This is an optimization exercise on Yosys and OpenROAD, whose aim is small area, not a production implementation. The RTL was checked by simulation tests, not by an equivalence proof against the original design. Power is estimated from default activity; no workload was simulated. The flow treats the clock pin as an ideal source, which a real chip does not have.

==> design/flow/design.v <==
module AHB_MASTER(
    input             Hclk,
    input             Hresetn,
    input      [1:0]  Htrans,
    input      [31:0] Haddr,
    input      [31:0] Hwdata,
    input      [1:0]  Hburst,
    input             Hwrite, Hsel, Hready,
    output reg [31:0] Haddr_temp,
    output reg [31:0] Hwdata_temp,
    output reg        valid,
    output reg        valid_n,
    output reg        Hwrite_temp
);
localparam [1:0] IDLE     = 2'b00;
localparam [1:0] BUSY     = 2'b01;
localparam [1:0] ADDRESS  = 2'b10;
localparam [1:0] TRANSFER = 2'b11;
reg [1:0]  present_state, next_state;
reg [31:0] addr;
reg [31:0] data;
reg [3:0]  count, count_next;
always @(posedge Hclk) begin
    if (!Hresetn)
        addr <= 32'b0;
    else if (present_state[1])
        addr <= Haddr;
end
always @(posedge Hclk) begin
    if (!Hresetn) begin
        present_state <= IDLE;
        count         <= 4'd0;
    end else begin
        present_state <= next_state;
        count         <= count_next;
    end
end
always @(posedge Hclk)
    if (present_state[1])
        data <= Hwdata;
wire active = Hsel && Htrans[1];
wire busy   = Hsel && (Htrans == 2'b01);
always @* begin
    count_next = count;
    case (present_state)
        IDLE:
            if (busy)                 next_state = BUSY;
            else if (active && Hready) next_state = ADDRESS;
            else                      next_state = IDLE;
        BUSY:
            if (Hsel && Htrans == 2'b10 && Hready) next_state = ADDRESS;
            else if (busy || !Hready)              next_state = BUSY;
            else                                   next_state = IDLE;
        ADDRESS:
            if (active && Hready)     next_state = TRANSFER;
            else if (busy || !Hready) next_state = BUSY;
            else                      next_state = IDLE;
        default:  
            if (!Hsel || Htrans == 2'b00)        next_state = IDLE;
            else if (Htrans == 2'b01 || !Hready) next_state = BUSY;
            else if (Hburst == 2'b00)            next_state = ADDRESS;
            else if (Hburst == 2'b01)            next_state = TRANSFER;
            else if (count <= {1'b0, Hburst[0], 2'b11}) begin
                next_state = TRANSFER;
                count_next = count + 1'b1;
            end else begin
                next_state = ADDRESS;
                count_next = 4'd0;
            end
    endcase
end
wire [31:0] x = Haddr_temp ^ Haddr;
wire [31:4] run;
genvar b;
generate
for (b = 4; b < 32; b = b + 1) begin : runbit
    assign run[b] = ~(x[b] ^ (x[b-1] & Haddr[b-1]));
end
endgenerate
wire run_hi = &run;
wire next8  = x[3] && run_hi;
wire next4  = x[2] && !(x[3] ^ (x[2] & Haddr[2])) && run_hi;
wire [31:0] g0, e0;
generate
for (b = 0; b < 32; b = b + 1) begin : leaf
    if (b < 3) begin : pad
        assign g0[b] = 1'b0;
        assign e0[b] = 1'b1;
    end else begin : cmp
        assign g0[b] = Haddr_temp[b] & ~Haddr[b];
        assign e0[b] = ~x[b];
    end
end
endgenerate
wire [15:0] g1, e1;
wire [7:0]  g2, e2;
wire [3:0]  g3, e3;
wire [1:0]  g4, e4;
generate
for (b = 0; b < 16; b = b + 1) begin : l1
    assign g1[b] = g0[2*b+1] | (e0[2*b+1] & g0[2*b]);
    assign e1[b] = e0[2*b+1] & e0[2*b];
end
for (b = 0; b < 8; b = b + 1) begin : l2
    assign g2[b] = g1[2*b+1] | (e1[2*b+1] & g1[2*b]);
    assign e2[b] = e1[2*b+1] & e1[2*b];
end
for (b = 0; b < 4; b = b + 1) begin : l3
    assign g3[b] = g2[2*b+1] | (e2[2*b+1] & g2[2*b]);
    assign e3[b] = e2[2*b+1] & e2[2*b];
end
for (b = 0; b < 2; b = b + 1) begin : l4
    assign g4[b] = g3[2*b+1] | (e3[2*b+1] & g3[2*b]);
    assign e4[b] = e3[2*b+1] & e3[2*b];
end
endgenerate
wire gt_hi = g4[1] | (e4[1] & g4[0]);
wire eq_hi = e4[1] & e4[0];
wire all1_8 = &Haddr[31:3];
wire all1_4 = all1_8 && Haddr[2];
wire le_8   = !gt_hi;
wire le_4   = !gt_hi && (!eq_hi || !Haddr_temp[2] || Haddr[2]);
wire lo_8   = Haddr_temp[2:0] < Haddr[2:0];
wire lo_4   = Haddr_temp[1:0] < Haddr[1:0];
wire below8 = (le_8 && !all1_8) || (next8 && lo_8);
wire below4 = (le_4 && !all1_4) || (next4 && lo_4);
wire below  = Hburst[0] ? below8 : below4;
always @(posedge Hclk) begin
    case (present_state)
        IDLE: begin
            valid   <= 1'b0;
            valid_n <= 1'b1;
        end
        BUSY: ;
        ADDRESS: begin
            Haddr_temp <= addr;
            if (Hburst == 2'b00) begin
                Hwdata_temp <= data;
                Hwrite_temp <= Hwrite;
            end
        end
        default: begin  
            valid       <= 1'b1;
            valid_n     <= 1'b0;
            Hwdata_temp <= data;
            Hwrite_temp <= Hwrite;
            if (Hburst != 2'b00)
                Haddr_temp <= (Hburst == 2'b01 || below) ? Haddr_temp + 1'b1 : addr;
        end
    endcase
end
endmodule
module APB_SLAVE(
    input             Presetn,
    input             Pclk,
    input      [31:0] addr_temp,
    input      [31:0] data_temp,
    input             popped,
    input      [31:0] Prdata,
    input             transfer,
    input             Pready,
    output reg        Psel,
    output     [31:0] Paddr,
    output     [31:0] Pdata,
    output     [31:0] rdata_temp,
    output reg        Pwrite,
    output reg        Penable
);
localparam [1:0] idle   = 2'b00;
localparam [1:0] setup  = 2'b01;
localparam [1:0] enable = 2'b10;
reg [1:0]  present_state;
reg        rmode;
reg [31:0] a_reg, d_reg;
wire load = (present_state == enable) && transfer && Pready;
always @(posedge Pclk) begin
    if (!Presetn)
        present_state <= idle;
    else case (present_state)
        idle:    present_state <= transfer ? setup : idle;
        setup:   present_state <= enable;
        default: present_state <= !transfer ? idle : Pready ? setup : enable;
    endcase
end
always @(posedge Pclk) begin
    Psel    <= Presetn;
    Penable <= Presetn && (present_state == enable);
    if (!Presetn) begin
        Pwrite <= 1'b0;
        rmode  <= 1'b0;
    end else if (load) begin
        Pwrite <= popped;
        rmode  <= !popped;
    end
    if (!Presetn)
        a_reg <= 32'b0;
    else if (load)
        a_reg <= addr_temp & {32{popped}};
    if (load)
        d_reg <= popped ? data_temp : Prdata;
end
assign Paddr      = a_reg;
assign Pdata      = d_reg & {32{Pwrite}};
assign rdata_temp = d_reg & {32{rmode}};
endmodule
module FIFO_SYNC #(
    parameter WIDTH = 64,
    parameter DEPTH = 16,
    parameter AW    = 4
)(
    input                  clk,
    input                  rst,
    input      [WIDTH-1:0] din,
    input                  wr_en,
    input                  wr_hold,
    input                  rd_en,
    output reg [WIDTH-1:0] dout,
    output                 full,
    output                 empty
);
reg [AW:0] count;
assign empty = (count == 0);
assign full  = count[AW];
wire do_wr   = wr_en && !full;
wire wr_keep = wr_hold || full;
wire do_rd   = rd_en && !empty;
reg  [WIDTH-1:0] mem [0:DEPTH-1];
reg  [WIDTH-1:0] rd_data;
integer k;
always @(posedge clk)
    mem[0] <= ~(({WIDTH{wr_keep}} | din) & ({WIDTH{do_wr}} | mem[0]));
genvar i;
generate
for (i = 1; i < DEPTH; i = i + 1) begin : row
    always @(posedge clk)
        mem[i] <= ~(({WIDTH{wr_keep}} | mem[i-1]) & ({WIDTH{do_wr}} | mem[i]));
end
endgenerate
wire keep = !do_rd;
always @* begin
    rd_data = {WIDTH{keep}} & dout;
    for (k = 0; k < DEPTH; k = k + 1)
        rd_data = rd_data | ({WIDTH{do_rd && count == k + 1}} & mem[k]);
end
always @(posedge clk)
    dout <= ~rd_data;
always @(posedge clk) begin
    if (rst)
        count <= {(AW+1){1'b0}};
    else if (do_wr != do_rd)
        count <= do_wr ? count + 1'b1 : count - 1'b1;
end
endmodule
module FIFO_CONTROL(
    input         Hclk,
    input         Hresetn,
    input  [31:0] Haddr_temp,
    input  [31:0] Hwdata_temp,
    input         valid,
    input         valid_n,
    input         Hwrite_temp,
    input         Pready,
    input         ph,
    output [31:0] data_temp,
    output [31:0] addr_temp,
    output reg    popped,
    output        transfer,
    output        full
);
wire        empty;
wire        rd = transfer && Pready;
wire [63:0] dout;
FIFO_SYNC #(.WIDTH(64)) F (
    .clk(Hclk),
    .rst(!Hresetn),
    .din({Haddr_temp, Hwdata_temp} ^ {64{ph}}),
    .wr_en(valid && Hwrite_temp),
    .wr_hold(valid_n || !Hwrite_temp),
    .rd_en(rd),
    .dout(dout),
    .full(full),
    .empty(empty)
);
assign {addr_temp, data_temp} = dout ^ {64{ph}};
assign transfer = !empty;
always @(posedge Hclk)
    popped <= Hresetn && (popped || rd);
endmodule
module TOP_BRIDGE(
    input         Hclk, Hresetn,
    input  [1:0]  Htrans,
    input  [31:0] Haddr,
    input  [31:0] Hwdata,
    input  [1:0]  Hburst,
    input         Hwrite,
    input         Hsel,
    input         Pready,
    input  [31:0] Prdata,
    output        Psel,
    output [31:0] Paddr,
    output [31:0] Pdata,
    output [31:0] rdata_temp,
    output        Pwrite,
    output        Penable
);
wire [31:0] Haddr_temp, Hwdata_temp, data_temp, addr_temp;
wire        valid, valid_n, Hwrite_temp, popped, transfer, full;
reg ph;
always @(posedge Hclk)
    ph <= Hresetn && !ph;
AHB_MASTER AS (
    .Hclk(Hclk), .Hresetn(Hresetn), .Htrans(Htrans), .Haddr(Haddr),
    .Hwdata(Hwdata), .Hburst(Hburst), .Hwrite(Hwrite), .Hsel(Hsel),
    .Hready(!full),
    .Haddr_temp(Haddr_temp), .Hwdata_temp(Hwdata_temp), .valid(valid), .valid_n(valid_n),
    .Hwrite_temp(Hwrite_temp)
);
FIFO_CONTROL FC (
    .Hclk(Hclk), .Hresetn(Hresetn), .Haddr_temp(Haddr_temp),
    .Hwdata_temp(Hwdata_temp), .valid(valid), .valid_n(valid_n), .Hwrite_temp(Hwrite_temp),
    .Pready(Pready), .ph(ph),
    .data_temp(data_temp), .addr_temp(addr_temp), .popped(popped),
    .transfer(transfer), .full(full)
);
APB_SLAVE AM (
    .Presetn(Hresetn), .Pclk(Hclk), .addr_temp(addr_temp),
    .data_temp(data_temp), .popped(popped), .Prdata(Prdata),
    .transfer(transfer), .Pready(Pready),
    .Psel(Psel), .Paddr(Paddr), .Pdata(Pdata), .rdata_temp(rdata_temp),
    .Pwrite(Pwrite), .Penable(Penable)
);
endmodule
==> design/flow/flow/run.sh <==
#!/bin/bash
# The standard layout (standard.sh) with three changes:
# - synthesis is the standard flow's own script, except that Yosys's abc maps the
#   combinational logic with flow/area.abc, an area-oriented ABC script
#   (delay-relaxed &nf mapping); flip-flop mapping is unchanged, so the
#   registers are the standard synthesis's;
# - the port buffers are the smallest buffer;
# - the clock tree uses larger sink clusters (up to 25 flip-flops per leaf
#   buffer) and no dummy loads.
# Each tool's output goes to its log under orfs/logs; make's output goes to
# standard.log.
set -euo pipefail
W=$PWD
{
  echo "proc abc {args} {"
  echo "  set i [lsearch -exact \$args -script]"
  echo "  if {\$i >= 0} { lset args [expr {\$i + 1}] $W/flow/area.abc }"
  echo "  yosys abc {*}\$args"
  echo "}"
  cat synth_recipe.tcl
} > flow_synth.tcl
sed "s#SYNTH_SCRIPT=[^ ]*#SYNTH_SCRIPT=$W/flow_synth.tcl#" standard.sh > flow_standard.sh
grep -q "SYNTH_SCRIPT=$W/flow_synth.tcl" flow_standard.sh
export BUFFER_PORTS_ARGS="-buffer_cell sky130_fd_sc_hd__buf_1"
export CTS_ARGS="-sink_clustering_enable -repair_clock_nets -dont_use_dummy_load -buf_list sky130_fd_sc_hd__clkbuf_16 -sink_clustering_size 25 -sink_clustering_max_diameter 100"
bash flow_standard.sh > standard.log 2>&1
==> design/flow/flow/area.abc <==
strash
dch
amap
&get -n
&st
&dch
&nf -R 1000 -p
&put
topo
stime -c
==> design/flow/standard.sh <==
#!/bin/bash
# synth_recipe.tcl (not shown) runs the flow's synth.tcl, then flattens the netlist and writes it again
# the make line also repeats each setting of config.mk as NAME=value (left out here)
make -C /OpenROAD-flow-scripts/flow DESIGN_CONFIG=/design/flow/config.mk WORK_HOME=/design/flow/orfs CLKGATE_MAP_FILE= SYNTH_SCRIPT=/design/flow/synth_recipe.tcl "${@:-finish}"
==> design/flow/config.mk <==
export PLATFORM = sky130hd
export DESIGN_NAME = TOP_BRIDGE
export DESIGN_NICKNAME = TOP_BRIDGE
export VERILOG_FILES = /design/flow/design.v
export SDC_FILE = /design/flow/constraint.sdc
export NUM_CORES = 4
export LEC_CHECK = 0
export CAP_MARGIN = 0
export CORE_AREA = 2.3 2.72 373.98 372.64
export DIE_AREA = 0 0 376.425 376.425
export PLACE_DENSITY = 0.75
export SLEW_MARGIN = 0
==> design/flow/constraint.sdc <==
create_clock -name core_clock -period 5.0 [get_ports {Hclk}]
set_input_delay 1.0000 -clock core_clock [delete_from_list [all_inputs] [get_ports {Hclk}]]
set_output_delay 1.0000 -clock core_clock [all_outputs]
set_load 0.01 [all_outputs]
==> metrics.md, run 1 <==
| Metric | Value |
|---|---|
| Top reg by flops | `FC.F.mem` |
| Nets@finish | `4407` |
| Flop pwr share | `60.3%` |
| Internal power component | `21.8 mW` |
| Fillers | `13510` |
| Count of final hold-check violations | `0` |
| Post-route setup TNS | `0 ns` |
| Max Freq | `242 MHz` |
| IO Count | `between 200 and 250` |
| DRT Wirelength | `127000 um` |
| Critical Path End Type | `flop` |
| Sw Pwr | `10.6 mW` |
| Largest net degree at the start of global routing | `221` |
| Leak | `17.3 nW` |
| Total power | `32.4 mW` |
| Max-slew headroom | `17.4%` |
| Pwr/cell area | `650 nW/um^2` |
| Netlist Area Pre-Place | `44300 um^2` |
| Core Util, Final | `36.2%` |
| Full die area | `142000 um^2` |
| Worst-case clock buffer depth | `3` |
| Sw Ratio | `between 30% and 40%` |
| VDD IR-drop max | `0.327 mV` |
| Setup Skew | `~0.085 ns` |
| Clock transition at path regs | `0.09 ns` |
| Worst Hold Class | `reg2reg` |
| Crit-path max FO | `59` |
| Mean Syn Cell Area | `11.4 um^2` |
| Worst hold slack | `between 0.3 and 0.4 ns` |
| Async S/R FF share, synth | `0%` |
| Worst-Skew Late Latency | `0.72 ns` |
| First-pass GRT wire length | `193000 um` |
| Most common cell after layout, fill and taps aside | `dfxtp_1` |
| Sequential area share after synthesis | `61.8%` |
| Min cycle time layout | `between 4 and 5 ns` |
| Post-detail-place hpwl | `roughly 76000 um` |
| R2R setup slack | `roughly 0.94 ns` |
| Final ANT Viol Nets | `0` |
| Top_reg_cell synth | `dfxtp_1` |
| Maxcap violations | `0` |
| CP startpoint kind | `input pin` |
| CTS root buffer | `clkbuf_16` |
| Drt via density | `5.89` |
| Post-cts hold buffer count | `0` |
| Core Area | `137000 um^2` |
| CTS sink count | `1302` |
| Row cnt | `136` |
| Yosys Warn Count | `6` |
| H-tree levels | `2` |
| Synth top area share | `53.0%` |
| Worst Path Required | `5.38 ns` |
| Total grt overflow | `0` |
| Die X | `376 um` |
| Syn Inst Count | `3890` |
| DR vias | `roughly 35000` |
| Critical Path Start | `Haddr[12]` |
| Syn-to-layout area delta | `12.4%` |
| RSZ-0062 raised after global routing | `false` |
| CTS buffer count | `60` |
| Die Height | `between 300 and 400 um` |
| First DRT Iteration DRCs | `just over 5000` |
| Most frequent cells in the layout | `1166 x dfxtp_1, 1024 x o22ai_1, 253 x a222oi_1, 202 x buf_1, 201 x nand2_1` |
| GRT Util Overall | `17.0%` |
| Synth unique cells | `44` |
| Port Buffer Count | `203` |
| Initial Util | `around a third` |
| Number of antenna violations at the first check in global routing | `14` |
| Gates resized, CTS repair | `0` |
| Layout cells sized above 1 | `3.88%` |
| Biggest regs | `FC.F.mem: 1024 flops, FC.F.dout: 64 flops` |
| Crit path kind | `in2reg` |
| Final worst-path cycle share | `82.7%` |
| Outcome | `finished clean` |
| Synth top area cells | `dfxtp_1 53%, o22ai_1 14%, edfxtp_1 8.9%` |
| Avg WL per Cell | `21.2 um` |
| Yosys reg bits | `1302` |
| RR Startpoint | `AS.Haddr_temp[10]` |
| Drt drc | `0` |
| Critical Path AT | `4.51 ns` |
| Vias in the first global route | `32721` |
| Hold path start | `FC.F.mem[10][37]` |
| Synth area leader | `dfxtp_1` |
| Clock power frac | `16.3%` |
| Combinational share of power | `23.4%` |
| Total nets after synthesis | `about 4100` |
| Max-slew violations | `0` |
| Final Wtd Congestion | `approximately 0.9` |
| Number of enable flip-flop cells after synthesis | `131` |
| Postcts setup bufs | `0` |
| Final instance area | `between 40000 and 50000 um^2` |
| DR pass1 iterations | `14` |
| Actual slew at the worst max-slew pin | `1.24 ns` |
| Count of final setup violators | `0` |
| Largest register FFs | `1024` |
| Placed inst area | `48300 um^2` |
| CTS tree | `done` |
## kinds of logic (layout without fill, tap and decap cells)
| family | count (synthesis) | after routing | share of synthesized area (%) |
|---|---|---|---|
| buffers and inverters | 71 | 408 | 0.602 |
| flip-flops | 1302 | 1302 | 61.8 |
| XOR/XNOR | 139 | 139 | 2.75 |
| AND/OR/NAND/NOR | 619 | 619 | 6.76 |
| other | 0 | 1 | 0 |
| multiplexers | 7 | 7 | 0.175 |
| AO/OA/AOI/OAI | 1679 | 1679 | 25.8 |
| adder cells (fa/ha/maj) | 73 | 73 | 2.06 |
## final cells by class
class	instances	area (um^2)	share of cell area, %
multi-input cells	2517	16800	33.7
flip-flops and latches	1302	27400	55.0
repair buffers	277	1610	3.23
well taps	1794	2240	4.51
inverters	71	272	0.545
diodes	1	2.50	0.00503
clock buffers	60	1500	3.02
## cell usage after synthesis, types with 17 or more instances
master,instances
a21boi_0,34
a21oi_1,124
a221oi_1,29
a222oi_1,253
a22oi_1,84
and2_0,67
clkinv_1,71
dfxtp_1,1171
edfxtp_1,131
ha_1,73
nand2_1,203
nand3_1,70
nand4_1,84
nor2_1,120
nor3_1,17
o21ai_0,110
o22ai_1,1024
xnor2_1,65
xor2_1,74
## worst paths after layout
path / endpoint / depth (start not counted)
worst max register to register: AS.Haddr_temp[26] / 14
worst min-delay path: FC.F.mem[11][37] / 1
worst min register to register: FC.F.mem[11][37] / 1
worst max-delay path: AS.Haddr_temp[26] / 15
## power groups by stage
| stage | Clock (mW) | Combinational, mW | Sequential [mW] |
|---|---|---|---|
| final | 5.29 | 7.56 | 19.5 |
| after detailed placement | 0 | 7.49 | 19.6 |
| after floorplan | 0 | 6.36 | 19.0 |
| after CTS | 5.41 | 7.52 | 19.4 |
| after global routing | 5.77 | 8.32 | 20.2 |
| after global placement | 0 | 7.16 | 19.4 |
## per-stage QoR
stage / std cells / worst slack (ns)
finish: 6022 / 0.867
floorplan: 3890 / -15.90
CTS: 6021 / 0.909
global route: 6021 / 0.548
global placement: 5961 / 0.228
detailed placement: 5961 / 0.212
## per-layer routing
metal  vias to the layer above  part of all wire (%)  track usage [%]  routed length (um)
li1                      16670                     -                -                   -
met1                     17114                    44             24.2               56100
met2                      1490                    45             26.5               57100
met3                       203                   9.1             3.29               11500
met4                        10                   2.1             4.17                2670
met5                         -                 0.048                0                  61
## worst max-delay path, cell delays in order
cell and delay, ns:
buf_1 0.15, clkinv_1 0.12, ha_1 0.36, a221oi_1 0.29, o221ai_1 0.17, a2111oi_0 0.28
nand4_1 0.20, nor4_1 0.26, nand4_1 0.19, or4_1 0.43, nand3_1 0.09, a21oi_1 0.04
or3_1 0.39, buf_12 0.22, mux2_1 0.32
==> run 2, diff against run 1 <==
--- a/design/flow/flow/run.sh
+++ b/design/flow/flow/run.sh
@@ -5,6 +5,8 @@
 #   (delay-relaxed &nf mapping); flip-flop mapping is unchanged, so the
 #   registers are the standard synthesis's;
 # - the port buffers are the smallest buffer;
+# - after global routing, cells on paths with timing slack are downsized
+#   (RECOVER_POWER=100);
 # - the clock tree uses larger sink clusters (up to 25 flip-flops per leaf
 #   buffer) and no dummy loads.
 # Each tool's output goes to its log under orfs/logs; make's output goes to
@@ -22,5 +24,6 @@
 sed "s#SYNTH_SCRIPT=[^ ]*#SYNTH_SCRIPT=$W/flow_synth.tcl#" standard.sh > flow_standard.sh
 grep -q "SYNTH_SCRIPT=$W/flow_synth.tcl" flow_standard.sh
 export BUFFER_PORTS_ARGS="-buffer_cell sky130_fd_sc_hd__buf_1"
+export RECOVER_POWER=100
 export CTS_ARGS="-sink_clustering_enable -repair_clock_nets -dont_use_dummy_load -buf_list sky130_fd_sc_hd__clkbuf_16 -sink_clustering_size 25 -sink_clustering_max_diameter 100"
 bash flow_standard.sh > standard.log 2>&1
==> metrics.md, run 2 <==
| Metric | Value |
|---|---|
| Max-slew headroom | `-138%` |
| Critical-path cell list | `clkinvlp_2, nand2_1, nand3_1, nor2_1, clkbuf_1, a222oi_1, nand4_1, a221oi_1, nand4_1, a221oi_1` |
| Async S/R FF share, synth | `0%` |
| Slowest cell delay on critical path | `1.20 ns` |
| Vias in the first global route | `32721` |
| Crit-path leading delay family | `simple AND/OR/NAND/NOR gates` |
| Die Height | `376 um` |
| Post-detail-place hpwl | `roughly 76000 um` |
| Most frequent cells in the layout | `1170 x dfxtp_1, 1024 x o22ai_1, 253 x a222oi_1, 202 x nand2_1, 192 x buf_1` |
| Total nets after synthesis | `4068` |
| Worst setup margin | `0.506 ns` |
| DRT Wirelength | `127000 um` |
| Layout check failures | `capacitance limit, slew limit` |
| Syn Inst Count | `~3900` |
| CP startpoint kind | `flop` |
| Netlist Area Pre-Place | `between 40000 and 50000 um^2` |
| IO Count | `between 200 and 250` |
| Port Buffer Count | `203` |
| Layer with the highest usage | `met2` |
| Max Freq | `223 MHz` |
| Biggest regs | `FC.F.mem: 1024 flops, FC.F.dout: 64 flops` |
| Commonest cells post-synth | `1171 x dfxtp_1, 1024 x o22ai_1, 253 x a222oi_1` |
| Yosys reg bits | `1302` |
| Largest net degree at the start of global routing | `221` |
| Crit path kind | `reg2reg` |
| Critical Path End Type | `flop` |
| Crit-path max FO | `13` |
| Drt via density | `between 5 and 6` |
| First-pass GRT wire length | `between 150000 and 200000 um` |
| GRT met1 Usage | `24.2%` |
| Synth unique cells | `44` |
| Synth top area cells | `dfxtp_1 53%, o22ai_1 14%, edfxtp_1 8.9%` |
| Top reg by flops | `FC.F.mem` |
| Final worst-path cycle share | `89.9%` |
| Min cycle time layout | `4.49 ns` |
| Count of final hold-check violations | `0` |
| Synth top area share | `53.0%` |
| Sequential area share after synthesis | `61.8%` |
| CTS buffer count | `60` |
| Worst Path Required | `5.54 ns` |
| VDD IR-drop max | `0.331 mV` |
| Leak | `17.2 nW` |
| Clock transition at path regs | `0.10 ns` |
| H-tree levels | `2` |
| GRT Util Overall | `17.0%` |
| Gates resized, CTS repair | `0` |
| Row cnt | `136` |
| Die X | `376 um` |
| Avg WL per Cell | `21.2 um` |
| Top_reg_cell synth | `dfxtp_1` |
| RSZ-0062 raised after global routing | `false` |
| Initial Util | `32.2%` |
| Critical path's slowest cell | `nor2_1` |
| CTS tree | `done` |
| DR vias | `roughly 35000` |
| Drt drc | `0` |
| Final ANT Viol Nets | `0` |
| GR Util met3 | `3.29%` |
| Post-cts hold buffer count | `0` |
| Full die area | `about 140000 um^2` |
| Number of enable flip-flop cells after synthesis | `roughly 130` |
| Mean Syn Cell Area | `~11 um^2` |
| Layout cells sized above 1 | `3.34%` |
| Buf+Inv Stages, Crit Path | `2` |
| Max-slew violations | `1065` |
| Count leader, synth | `dfxtp_1` |
| DR pass1 iterations | `10` |
| CTS sink count | `1302` |
| Worst-case clock buffer depth | `3` |
| First DRT Iteration DRCs | `between 4000 and 5000` |
| Number of antenna violations at the first check in global routing | `14` |
| Fillers | `13540` |
| Most common cell after layout, fill and taps aside | `dfxtp_1` |
| Postcts setup bufs | `0` |
| Synth area leader | `dfxtp_1` |
| Critical Path AT | `5.04 ns` |
| M2 GR Usage | `a little over a quarter` |
| Nets@finish | `4407` |
| Setup Skew | `0.0912 ns` |
| DP Worst Slack | `0.212 ns` |
| CTS root buffer | `clkbuf_16` |
| Maxcap violations | `13` |
| Worst-Skew Late Latency | `0.73 ns` |
| Count of final setup violators | `0` |
| Core Area | `137000 um^2` |
| Post-route setup TNS | `0 ns` |
| Largest register FFs | `about 1000` |
| Pwr/cell area | `653 nW/um^2` |
| Yosys Warn Count | `6` |
| Actual slew at the worst max-slew pin | `3.57 ns` |
| Outcome | `failed layout checks` |
| Total grt overflow | `0` |
| Worst Hold Class | `reg2reg` |
| Syn-to-layout area delta | `12.0%` |
| Final Wtd Congestion | `approximately 0.89` |
==> run 2: path summary, 6_finish.rpt <==
path / from / to / slack (ns) / depth (start not counted)
max: FC.F.count[4] / FC.F.dout[6] / 0.51 / 10
min: FC.F.mem[10][37] / FC.F.mem[11][37] / 0.38 / 1
min reg2reg: FC.F.mem[10][37] / FC.F.mem[11][37] / 0.38 / 1
max reg2reg: FC.F.count[4] / FC.F.dout[6] / 0.51 / 10
==> run 2: cell type report <==
class	count	area [um^2]	area share, %
inverters	71	268	0.540
diodes	1	2.50	0.00505
flip-flops and latches	1302	27400	55.2
clock buffers	60	1500	3.03
well taps	1794	2240	4.53
multi-input cells	2517	16700	33.7
repair buffers	277	1470	2.96
==> run 2: stage by stage <==
step	cells	power, mW	instance area (um^2)	util, %	hold slack [ns]
after CTS	6021	32.4	49800	36.2	0.366
after detailed placement	5961	27.1	48300	35.1	0.405
after floorplan	3890	25.4	44300	-	0.400
after global placement	5961	26.6	48300	35.1	0.406
after global routing	6021	34.3	49600	36.1	0.382
final	6022	32.4	49600	36.1	0.377
==> run 2: cell families after synthesis <==
kind of cell,Yosys count,share of synthesized area (%)
compound gates,1679,25.8
flops,1302,61.8
simple gates,619,6.76
xor+xnor,139,2.75
fa+ha+maj,73,2.06
buf+inv,71,0.602
mux,7,0.175
==> run 2: report_power, final <==
part / switching, mW / leakage, nW / total [mW] / internal (mW)
clock: 3.15 / 0.739 / 5.29 / 2.14
combinational: 3.57 / 5.39 / 7.55 / 3.98
sequential: 3.88 / 11.1 / 19.5 / 15.7
==> run 2: worst register-to-register path, cell delays in order (launching register included) <==
cell and delay (ns):
dfxtp_1 0.58, clkinvlp_2 0.43, nand2_1 0.31, nand3_1 0.36
nor2_1 1.20, clkbuf_1 0.92, a222oi_1 0.22, nand4_1 0.16
a221oi_1 0.06, nand4_1 0.11, a221oi_1 0.05
==> run 2: routing by layer <==
layer  vias up  part of all wire [%]
met5         -                 0.048
met4        10                   2.3
met3       215                   9.5
met2      1471                    45
met1     16992                    43
li1      16672                     -
==> run 3, diff against run 2 <==
==> design/flow/flow/run.sh (replaced) <==
#!/bin/bash
# The standard layout (standard.sh) with three changes:
# - synthesis is the standard flow's own script, except that Yosys's abc maps the
#   combinational logic with flow/area.abc, an area-oriented ABC script
#   (delay-relaxed &nf mapping); flip-flop mapping is unchanged, so the
#   registers are the standard synthesis's;
# - the port buffers are the smallest buffer;
# - the clock tree uses larger sink clusters (up to 30 flip-flops per leaf
#   buffer) and no dummy loads.
# Each tool's output goes to its log under orfs/logs; make's output goes to
# standard.log.
set -euo pipefail
W=$PWD
{
  echo "proc abc {args} {"
  echo "  set i [lsearch -exact \$args -script]"
  echo "  if {\$i >= 0} { lset args [expr {\$i + 1}] $W/flow/area.abc }"
  echo "  yosys abc {*}\$args"
  echo "}"
  cat synth_recipe.tcl
} > flow_synth.tcl
sed "s#SYNTH_SCRIPT=[^ ]*#SYNTH_SCRIPT=$W/flow_synth.tcl#" standard.sh > flow_standard.sh
grep -q "SYNTH_SCRIPT=$W/flow_synth.tcl" flow_standard.sh
export BUFFER_PORTS_ARGS="-buffer_cell sky130_fd_sc_hd__buf_1"
export CTS_ARGS="-sink_clustering_enable -repair_clock_nets -dont_use_dummy_load -buf_list sky130_fd_sc_hd__clkbuf_16 -sink_clustering_size 30 -sink_clustering_max_diameter 100"
bash flow_standard.sh > standard.log 2>&1
--- a/design/flow/config.mk
+++ b/design/flow/config.mk
@@ -8,5 +8,5 @@
 export CAP_MARGIN = 0
 export CORE_AREA = 2.3 2.72 373.98 372.64
 export DIE_AREA = 0 0 376.425 376.425
-export PLACE_DENSITY = 0.75
+export PLACE_DENSITY = 0.88
 export SLEW_MARGIN = 0
==> metrics.md, run 3 <==
| Metric | Value |
|---|---|
| Async S/R FF share, synth | `0%` |
| Most frequent cells in the layout | `1166 x dfxtp_1, 1024 x o22ai_1, 253 x a222oi_1, 202 x buf_1, 201 x nand2_1` |
| Top_reg_cell synth | `dfxtp_1` |
| DRT Wirelength | `127000 um` |
| Row cnt | `approximately 140` |
| Number of antenna violations at the first check in global routing | `10` |
| Synth unique cells | `between 40 and 50` |
| CTS root buffer | `clkbuf_16` |
| RSZ-0062 raised after global routing | `false` |
| Number of enable flip-flop cells after synthesis | `131` |
| Yosys Warn Count | `6` |
| Crit path kind | `in2reg` |
| Most common cell after layout, fill and taps aside | `dfxtp_1` |
| Worst Reg-to-Reg Cells | `14` |
| Crit-path max FO | `17` |
| Final Wtd Congestion | `0.892` |
| Crit path capture | `AS.Haddr_temp[11]` |
| Count leader, synth | `dfxtp_1` |
| VDD IR-drop max | `0.348 mV` |
| Post-route setup TNS | `0 ns` |
| Synth top area share | `between 50 and 60%` |
| Largest net degree at the start of global routing | `roughly 230` |
| Actual slew at the worst max-slew pin | `about 1.2 ns` |
| Port Buffer Count | `203` |
| Largest register FFs | `1024` |
| Worst-Skew Late Latency | `0.67 ns` |
| Nets@finish | `4396` |
| Post-detail-place hpwl | `about 80000 um` |
| Drt drc | `0` |
| Die Height | `376 um` |
| Max-slew violations | `0` |
| Critical-path cell list | `buf_1, clkinv_1, ha_1, a221oi_1, o221ai_1, a2111oi_0, nand4_1, nor4_1, nand4_1, or4_1, nand3_1, a21oi_1, or3_1, buf_4, mux2_1` |
| Drt via density | `roughly 6.0` |
| RR Startpoint | `AS.Haddr_temp[10]` |
| Vias in the first global route | `33672` |
| Count of final setup violators | `0` |
| CP most frequent cell | `nand4_1` |
| CTS tree | `done` |
| Commonest cells post-synth | `1171 x dfxtp_1, 1024 x o22ai_1, 253 x a222oi_1` |
| First-pass GRT wire length | `193000 um` |
| Critical Path End Type | `flop` |
| CTS sink count | `1302` |
| Post-cts hold buffer count | `0` |
| Syn-to-layout area delta | `11.9%` |
| Synth area leader | `dfxtp_1` |
| Max-slew headroom | `between 10% and 20%` |
| Final worst-path cycle share | `between 80% and 90%` |
| Critical path's slowest cell | `or4_1` |
| Full die area | `142000 um^2` |
| Synth top area cells | `dfxtp_1 53%, o22ai_1 14%, edfxtp_1 8.9%` |
| Crit Reg-Reg Endpoint | `AS.Haddr_temp[11]` |
| Initial Util | `32.2%` |
| Worst Hold Class | `reg2reg` |
| Gates resized, CTS repair | `0` |
| Postcts setup bufs | `0` |
| IO Count | `204` |
| Biggest regs | `FC.F.mem: 1024 flops, FC.F.dout: 64 flops` |
| Mean Syn Cell Area | `11.4 um^2` |
| R2R setup slack | `0.92 ns` |
| Die X | `376 um` |
| Max Freq | `239 MHz` |
| Placed inst area | `48200 um^2` |
| Critical Path Start | `Haddr[11]` |
| H-tree levels | `2` |
| GRT Util Overall | `16.9%` |
| Final instance area | `49500 um^2` |
| Pwr/cell area | `650 nW/um^2` |
| Netlist Area Pre-Place | `44300 um^2` |
| Fillers | `13280` |
| Leak | `17.1 nW` |
| Yosys reg bits | `1302` |
| Maxcap violations | `0` |
| Layout cells sized above 1 | `roughly 3.6%` |
| Min cycle time layout | `4.18 ns` |
| Worst Path Required | `between 5 and 6 ns` |
| CP startpoint kind | `input pin` |
| First DRT Iteration DRCs | `5645` |
| Syn Inst Count | `3890` |
| Count of final hold-check violations | `0` |
| Slowest cell delay on critical path | `0.43 ns` |
| Core Area | `about 140000 um^2` |
| Final ANT Viol Nets | `0` |
| Outcome | `finished clean` |
| Critical Path AT | `4.55 ns` |
| DR vias | `36105` |
| CTS buffer count | `51` |
| Worst-case clock buffer depth | `3` |
| Top reg by flops | `FC.F.mem` |
| DR pass1 iterations | `9` |
| Sequential area share after synthesis | `61.8%` |
| Avg WL per Cell | `21.1 um` |
| Total grt overflow | `0` |
| Setup Skew | `0.104 ns` |
| Clock transition at path regs | `~0.11 ns` |
| Total nets after synthesis | `4068` |
[run 3: changes by cell type in the layout (fill, tap and decap cells not counted), moves of 4 or more]
cell       delta
dfxtp_1       -4
buf_12        +5
clkbuf_2      -5
clkbuf_16     -9
buf_4        +16
clkbuf_1     -24
clkbuf_4      -4
buf_1        +10
[run 3: final cells by class]
class / count / area, um^2 / share of cell area [%]
clock buffer: 51 / 1280 / 2.58
tap: 1794 / 2240 / 4.53
inverter: 71 / 272 / 0.548
multi-input combinational: 2517 / 16800 / 33.8
antenna: 1 / 2.50 / 0.00505
sequential: 1302 / 27400 / 55.3
timing repair buffer: 275 / 1580 / 3.19
[run 3: logic make-up after synthesis]
| logic type | after synthesis | share of synthesized area, % |
|---|---|---|
| flip-flops | 1302 | 61.8 |
| AO/OA/AOI/OAI | 1679 | 25.8 |
| AND/OR/NAND/NOR | 619 | 6.76 |
| adder cells (fa/ha/maj) | 73 | 2.06 |
| XOR/XNOR | 139 | 2.75 |
| buffers and inverters | 71 | 0.602 |
| multiplexers | 7 | 0.175 |
[run 3: how the worst min path moves through the flow]
| stage | slack [ns] | endpoint | depth (start not counted) | from |
|---|---|---|---|---|
| 6_report | 0.42 | AS.Hwdata_temp[0] | 0 | AS.data[0] |
| 5_1_grt | 0.42 | AS.Hwdata_temp[0] | 0 | AS.data[0] |
| 2_1_floorplan | 0.40 | AS.Hwdata_temp[0] | 0 | AS.data[0] |
| 3_5_place_dp | 0.40 | AS.Hwdata_temp[1] | 0 | AS.data[1] |
| 4_1_cts | 0.41 | AS.Hwdata_temp[0] | 0 | AS.data[0] |
| 3_3_place_gp | 0.40 | AS.Hwdata_temp[25] | 0 | AS.data[25] |
[run 3: where the power goes]
group	internal [mW]	switching, mW	total (mW)
Clock	1.84	3.04	4.88
Combinational	3.98	3.59	7.57
Sequential	15.6	4.10	19.7
[run 3: stage by stage]
| stage | utilization [%] | power (mW) | hold slack [ns] | instances | worst slack [ns] |
|---|---|---|---|---|---|
| floorplan | - | 25.4 | 0.400 | 3890 | -15.90 |
| global placement | 35.1 | 26.4 | 0.404 | 5959 | 0.252 |
| detailed placement | 35.1 | 27.2 | 0.405 | 5959 | 0.287 |
| CTS | 36.0 | 32.0 | 0.407 | 6010 | 0.912 |
| global route | 36.0 | 33.9 | 0.418 | 6010 | 0.600 |
| finish | 36.0 | 32.2 | 0.415 | 6011 | 0.815 |
[run 3: routing by layer]
layer	GRT usage [%]	part of all wire, %	vias up
li1	-	-	16686
met1	23.2	41	17267
met2	26.7	45	1860
met3	3.18	10	288
met4	5.26	3.0	4
met5	0	0.024	-
[run 3: worst max-delay path, delay by kind of cell]
kind                     cells  cell delay, ns
AND/OR/NAND/NOR              6            1.50
AO/OA/AOI/OAI                4            0.86
buffers and inverters        3            0.51
adder cells (fa/ha/maj)      1            0.35
multiplexers                 1            0.33

-- afterwards: timing with drivers on the ports --
The results above use ideal ports. As a check the final layouts listed here were re-extracted and re-timed, cells and wires unchanged.
Step 1 assumes that a clkbuf_16 drives the clock port and a buf_2 every other input.
Step 2 times the ports against the registers' clock, not the clock port: input delays grow and output delays shrink by t, the midpoint of the rising clock arrivals with the driver on.
Slacks: no drivers / after step 1 / after step 2; pairs: no drivers / after step 1.
run	t (ns)	slack for setup (ns)	clock arrival spread, ns	worst register clock-pin slew, ns	pins driven straight from the clock port
run 1	0.745	0.867 / 0.787 / 0.042	0.097 / 0.098	0.10 / 0.10	1
run 2	0.749	0.506 / 0.506 / -0.186	0.102 / 0.102	0.10 / 0.10	1
run 3	0.699	0.815 / 0.742 / 0.044	0.113 / 0.113	0.11 / 0.11	1
For run 1, which loses most, drivers alone change the setup slack by -0.080 ns; drivers and shift together by -0.825 ns.
